Background: an optimization exercise with open tools, aiming at small area, a short achievable clock period and few clock cycles. Do not read the settings as production practice.
At most, simulation tests tie the RTL to the original design; equivalence was not proved.

== oak ==
// csi_top
module csi_top (
	input  logic        clk,
	input  logic        rst_n,
	input  logic        start,
	output logic [17:0] sram_addr,
	output logic [15:0] sram_wdata,
	output logic        sram_we_n,
	input  logic [15:0] sram_rdata,
	output logic        done
);
localparam logic [17:0] U_BASE   = 18'd38400;
localparam logic [17:0] V_BASE   = 18'd57600;
localparam logic [17:0] RGB_BASE = 18'd146944;
localparam logic [15:0] C_END    = 16'd38405;
logic        run;
logic        we;        
logic [4:0]  ph;        
logic [15:0] c;         
logic [7:0]  col;       
logic [16:0] wc;        
wire [15:0] c_inc;
assign c_inc[0] = ~c[0];
wire c_inc_s1, c_inc_c1;
csi_ha u_c_inc_1 (.a(c[1]), .b(c[0]), .s(c_inc_s1), .co(c_inc_c1));
assign c_inc[1] = c_inc_s1;
wire c_inc_s2, c_inc_c2;
csi_ha u_c_inc_2 (.a(c[2]), .b(c_inc_c1), .s(c_inc_s2), .co(c_inc_c2));
assign c_inc[2] = c_inc_s2;
wire c_inc_s3, c_inc_c3;
csi_ha u_c_inc_3 (.a(c[3]), .b(c_inc_c2), .s(c_inc_s3), .co(c_inc_c3));
assign c_inc[3] = c_inc_s3;
wire c_inc_s4, c_inc_c4;
csi_ha u_c_inc_4 (.a(c[4]), .b(c_inc_c3), .s(c_inc_s4), .co(c_inc_c4));
assign c_inc[4] = c_inc_s4;
wire c_inc_s5, c_inc_c5;
csi_ha u_c_inc_5 (.a(c[5]), .b(c_inc_c4), .s(c_inc_s5), .co(c_inc_c5));
assign c_inc[5] = c_inc_s5;
wire c_inc_s6, c_inc_c6;
csi_ha u_c_inc_6 (.a(c[6]), .b(c_inc_c5), .s(c_inc_s6), .co(c_inc_c6));
assign c_inc[6] = c_inc_s6;
wire c_inc_s7, c_inc_c7;
csi_ha u_c_inc_7 (.a(c[7]), .b(c_inc_c6), .s(c_inc_s7), .co(c_inc_c7));
assign c_inc[7] = c_inc_s7;
wire c_inc_s8, c_inc_c8;
csi_ha u_c_inc_8 (.a(c[8]), .b(c_inc_c7), .s(c_inc_s8), .co(c_inc_c8));
assign c_inc[8] = c_inc_s8;
wire c_inc_s9, c_inc_c9;
csi_ha u_c_inc_9 (.a(c[9]), .b(c_inc_c8), .s(c_inc_s9), .co(c_inc_c9));
assign c_inc[9] = c_inc_s9;
wire c_inc_s10, c_inc_c10;
csi_ha u_c_inc_10 (.a(c[10]), .b(c_inc_c9), .s(c_inc_s10), .co(c_inc_c10));
assign c_inc[10] = c_inc_s10;
wire c_inc_s11, c_inc_c11;
csi_ha u_c_inc_11 (.a(c[11]), .b(c_inc_c10), .s(c_inc_s11), .co(c_inc_c11));
assign c_inc[11] = c_inc_s11;
wire c_inc_s12, c_inc_c12;
csi_ha u_c_inc_12 (.a(c[12]), .b(c_inc_c11), .s(c_inc_s12), .co(c_inc_c12));
assign c_inc[12] = c_inc_s12;
wire c_inc_s13, c_inc_c13;
  ...
For scale: ~320 flip-flops, about 55 I/O pins.
==> flow/config.mk <==
export PLATFORM = sky130hd
export DESIGN_NAME = csi_top
export DESIGN_NICKNAME = csi_top
export VERILOG_FILES = /design/flow/design.v
export SDC_FILE = /design/flow/constraint.sdc
export NUM_CORES = 4
export LEC_CHECK = 0
export CAP_MARGIN = 20
export CORE_MARGIN = 2
export CORE_UTILIZATION = 65
export CTS_CLUSTER_DIAMETER = 100
export CTS_CLUSTER_SIZE = 30
export PLACE_DENSITY = 0.75
export SLEW_MARGIN = 20
export SYNTH_HIERARCHICAL = 1
export SYNTH_MINIMUM_KEEP_SIZE = 0
==> flow/constraint.sdc <==
create_clock -name core_clock -period 17.0 [get_ports {clk}]
set_input_delay 3.4000 -clock core_clock [delete_from_list [all_inputs] [get_ports {clk}]]
set_output_delay 3.4000 -clock core_clock [all_outputs]
set_load 0.01 [all_outputs]
standard.sh (not shown) runs the stock make flow with config.mk's settings and CLKGATE_MAP_FILE= SYNTH_SCRIPT=/design/flow/synth_recipe.tcl, a recipe that flattens the netlist after the stock synthesis.
==> flow/flow/run.sh <==
#!/bin/bash
# Standard ORFS layout with buf_2 port buffers, clock tree options below, and
# timing repair aimed at a 4.3 ns path delay. The constraints stay the design's.
set -euo pipefail
bash standard.sh "BUFFER_PORTS_ARGS=-buffer_cell sky130_fd_sc_hd__buf_2" SETUP_SLACK_MARGIN=12.7 \
  "CTS_ARGS=-sink_clustering_enable -repair_clock_nets -sink_clustering_size 30 -sink_clustering_max_diameter 100 -dont_use_dummy_load -sink_clustering_levels 1" \
  finish > flow.log 2>&1
Here is what was changed in the inputs of pine compared with oak.
--- a/flow/design.v
+++ b/flow/design.v
@@ -28,17 +28,17 @@
 localparam logic [17:0] V_BASE   = 18'd57600;
 localparam logic [17:0] RGB_BASE = 18'd146944;
 localparam logic [15:0] C_END    = 16'd38405;
 logic        run;
 logic        we;        
 logic [4:0]  ph;        
 logic [15:0] c;         
 logic [7:0]  col;       
-logic [16:0] wc;        
+logic [17:0] wc;        
 wire [15:0] c_inc;
 assign c_inc[0] = ~c[0];
 wire c_inc_s1, c_inc_c1;
 csi_ha u_c_inc_1 (.a(c[1]), .b(c[0]), .s(c_inc_s1), .co(c_inc_c1));
 assign c_inc[1] = c_inc_s1;
 wire c_inc_s2, c_inc_c2;
 csi_ha u_c_inc_2 (.a(c[2]), .b(c_inc_c1), .s(c_inc_s2), .co(c_inc_c2));
 assign c_inc[2] = c_inc_s2;
@@ -76,17 +76,17 @@
 csi_ha u_c_inc_13 (.a(c[13]), .b(c_inc_c12), .s(c_inc_s13), .co(c_inc_c13));
 assign c_inc[13] = c_inc_s13;
 wire c_inc_s14, c_inc_c14;
 csi_ha u_c_inc_14 (.a(c[14]), .b(c_inc_c13), .s(c_inc_s14), .co(c_inc_c14));
 assign c_inc[14] = c_inc_s14;
 wire c_inc_s15, c_inc_c15;
 csi_ha u_c_inc_15 (.a(c[15]), .b(c_inc_c14), .s(c_inc_s15), .co(c_inc_c15));
 assign c_inc[15] = c_inc_s15;
-wire [16:0] wc_inc;
+wire [17:0] wc_inc;
 assign wc_inc[0] = ~wc[0];
 wire wc_inc_s1, wc_inc_c1;
 csi_ha u_wc_inc_1 (.a(wc[1]), .b(wc[0]), .s(wc_inc_s1), .co(wc_inc_c1));
 assign wc_inc[1] = wc_inc_s1;
 wire wc_inc_s2, wc_inc_c2;
 csi_ha u_wc_inc_2 (.a(wc[2]), .b(wc_inc_c1), .s(wc_inc_s2), .co(wc_inc_c2));
 assign wc_inc[2] = wc_inc_s2;
 wire wc_inc_s3, wc_inc_c3;
@@ -126,16 +126,19 @@
 csi_ha u_wc_inc_14 (.a(wc[14]), .b(wc_inc_c13), .s(wc_inc_s14), .co(wc_inc_c14));
 assign wc_inc[14] = wc_inc_s14;
 wire wc_inc_s15, wc_inc_c15;
 csi_ha u_wc_inc_15 (.a(wc[15]), .b(wc_inc_c14), .s(wc_inc_s15), .co(wc_inc_c15));
 assign wc_inc[15] = wc_inc_s15;
 wire wc_inc_s16, wc_inc_c16;
 csi_ha u_wc_inc_16 (.a(wc[16]), .b(wc_inc_c15), .s(wc_inc_s16), .co(wc_inc_c16));
 assign wc_inc[16] = wc_inc_s16;
+wire wc_inc_s17, wc_inc_c17;
+csi_ha u_wc_inc_17 (.a(wc[17]), .b(wc_inc_c16), .s(wc_inc_s17), .co(wc_inc_c17));
+assign wc_inc[17] = wc_inc_s17;
 wire [7:0] col_inc;
 assign col_inc[0] = ~col[0];
 wire col_inc_s1, col_inc_c1;
 csi_ha u_col_inc_1 (.a(col[1]), .b(col[0]), .s(col_inc_s1), .co(col_inc_c1));
 assign col_inc[1] = col_inc_s1;
 wire col_inc_s2, col_inc_c2;
 csi_ha u_col_inc_2 (.a(col[2]), .b(col_inc_c1), .s(col_inc_s2), .co(col_inc_c2));
 assign col_inc[2] = col_inc_s2;
@@ -782,17 +785,17 @@
 	if (!run) begin
 		ph  <= 5'b00001;
 		c   <= 16'd0;
 		col  <= 8'd155;
 		head <= 1'b0;
 		t157 <= 1'b0;
 		t158 <= 1'b0;
 		t159 <= 1'b0;
-		wc  <= RGB_BASE[16:0];
+		wc  <= RGB_BASE;
 	end else begin
 		ph <= {ph[3:0], ph[4]};
 		if (ph[4]) begin
 			c    <= c_inc;
 			col  <= t159 ? 8'd0 : col_inc;
 			head <= t159;
 			t157 <= (col == 8'd156);
 			t158 <= t157;
@@ -804,17 +807,17 @@
 end
 assign sram_we_n = ~we;
 always_ff @(posedge clk) begin
 	if (ph[0])
 		sram_addr <= {2'b00, c - 16'd4};
 	else if (ph[2])
 		sram_addr <= (c[0] ? U_BASE : V_BASE) + {3'b000, c[15:1]};
 	else
-		sram_addr <= {1'b1, wc};
+		sram_addr <= wc;
 	sram_wdata[15:8] <= ph[1] ? rb : (ph[3] ? bbuf : gg);
 	sram_wdata[7:0]  <= ph[1] ? gg : rb;
 	if (ph[2])
 		bbuf <= rb;
 end
 always_ff @(posedge clk) begin
 	if (ph[3]) begin
 		ycur <= sram_rdata[15:8];
@@ -835,17 +838,18 @@
 			L[10] <= L[5];
 		end
 	end
 end
 always_ff @(posedge clk) begin
 	xcur <= (ph[4] | ph[0]) ? ex(L[5]) : ires;
 	selb <= ph[0] | ph[2];
 	gnu  <= ~(ph[4] ? ex(L[4]) : ires);
-	gnv  <= ~(ph[4] ? ex(L[5]) : xcur);    
+	if (ph[4] | ph[1])
+		gnv <= ~(ph[4] ? ex(L[5]) : ires);
 	ia <= {1'b0, tp0} + {1'b0, tp1};
 	ib <= {1'b0, tm1} + {1'b0, tp2};
 	ic <= {1'b0, tm2} + {1'b0, tp3};
 	rb_hs <= rbt_s[26:16];
 	rb_hc <= rbt_c[26:16];
 	rb_cy <= rb_lo[16];
 	g_hs  <= gt_s[26:16];
 	g_hc  <= gt_c[26:16];
- pine | stages: all done | timing, DRC, antenna: all pass
- Changes observed in pine relative to oak: number of enable flip-flop cells after synthesis has increased; average footprint of a synthesized cell has increased; number of nets in the final layout has decreased; count of vias placed by the detailed router has decreased.
- Diff oak -> pine: count of cells along the worst register-to-register path decreased by 1 relative to the old numbers, wire length decreased by 2.6% relative to the old numbers.
- Diff oak -> pine: sequential cell area in the final layout shows an increase of about 1.5%; detailed-route wire length per cell shows a reduction of 0.22 um.
Testbench counts of pine, summed over its fixed seeds: cycles 2,304,324.
The RTL of oak was laid out without a check of its function.

## port drivers added, routing unchanged
Ports are ideal in the flow. The routed layouts listed here were re-timed in OpenROAD.
Step 1 (the two cells are an assumption about what drives the block):
set clk [get_ports {clk}]
set_driving_cell -lib_cell sky130_fd_sc_hd__clkbuf_16 $clk
set_driving_cell -lib_cell sky130_fd_sc_hd__buf_2 [delete_from_list [all_inputs] $clk]
Step 2, shift: input delay + t, output delay - t, t = (earliest + latest rising clock arrival at the registers) / 2. This alone moves slack from input paths to output paths.
Three values: ideal, step 1, step 2; two values: the first two.
run | shift t [ns] | setup slack, ns | cell pins on the clock port's net
oak | 0.548 | 12.544 / 12.491 / 12.748 | 1
pine | 0.542 | 12.563 / 12.509 / 12.752 | 1
After both steps setup and hold are still met in every run listed.
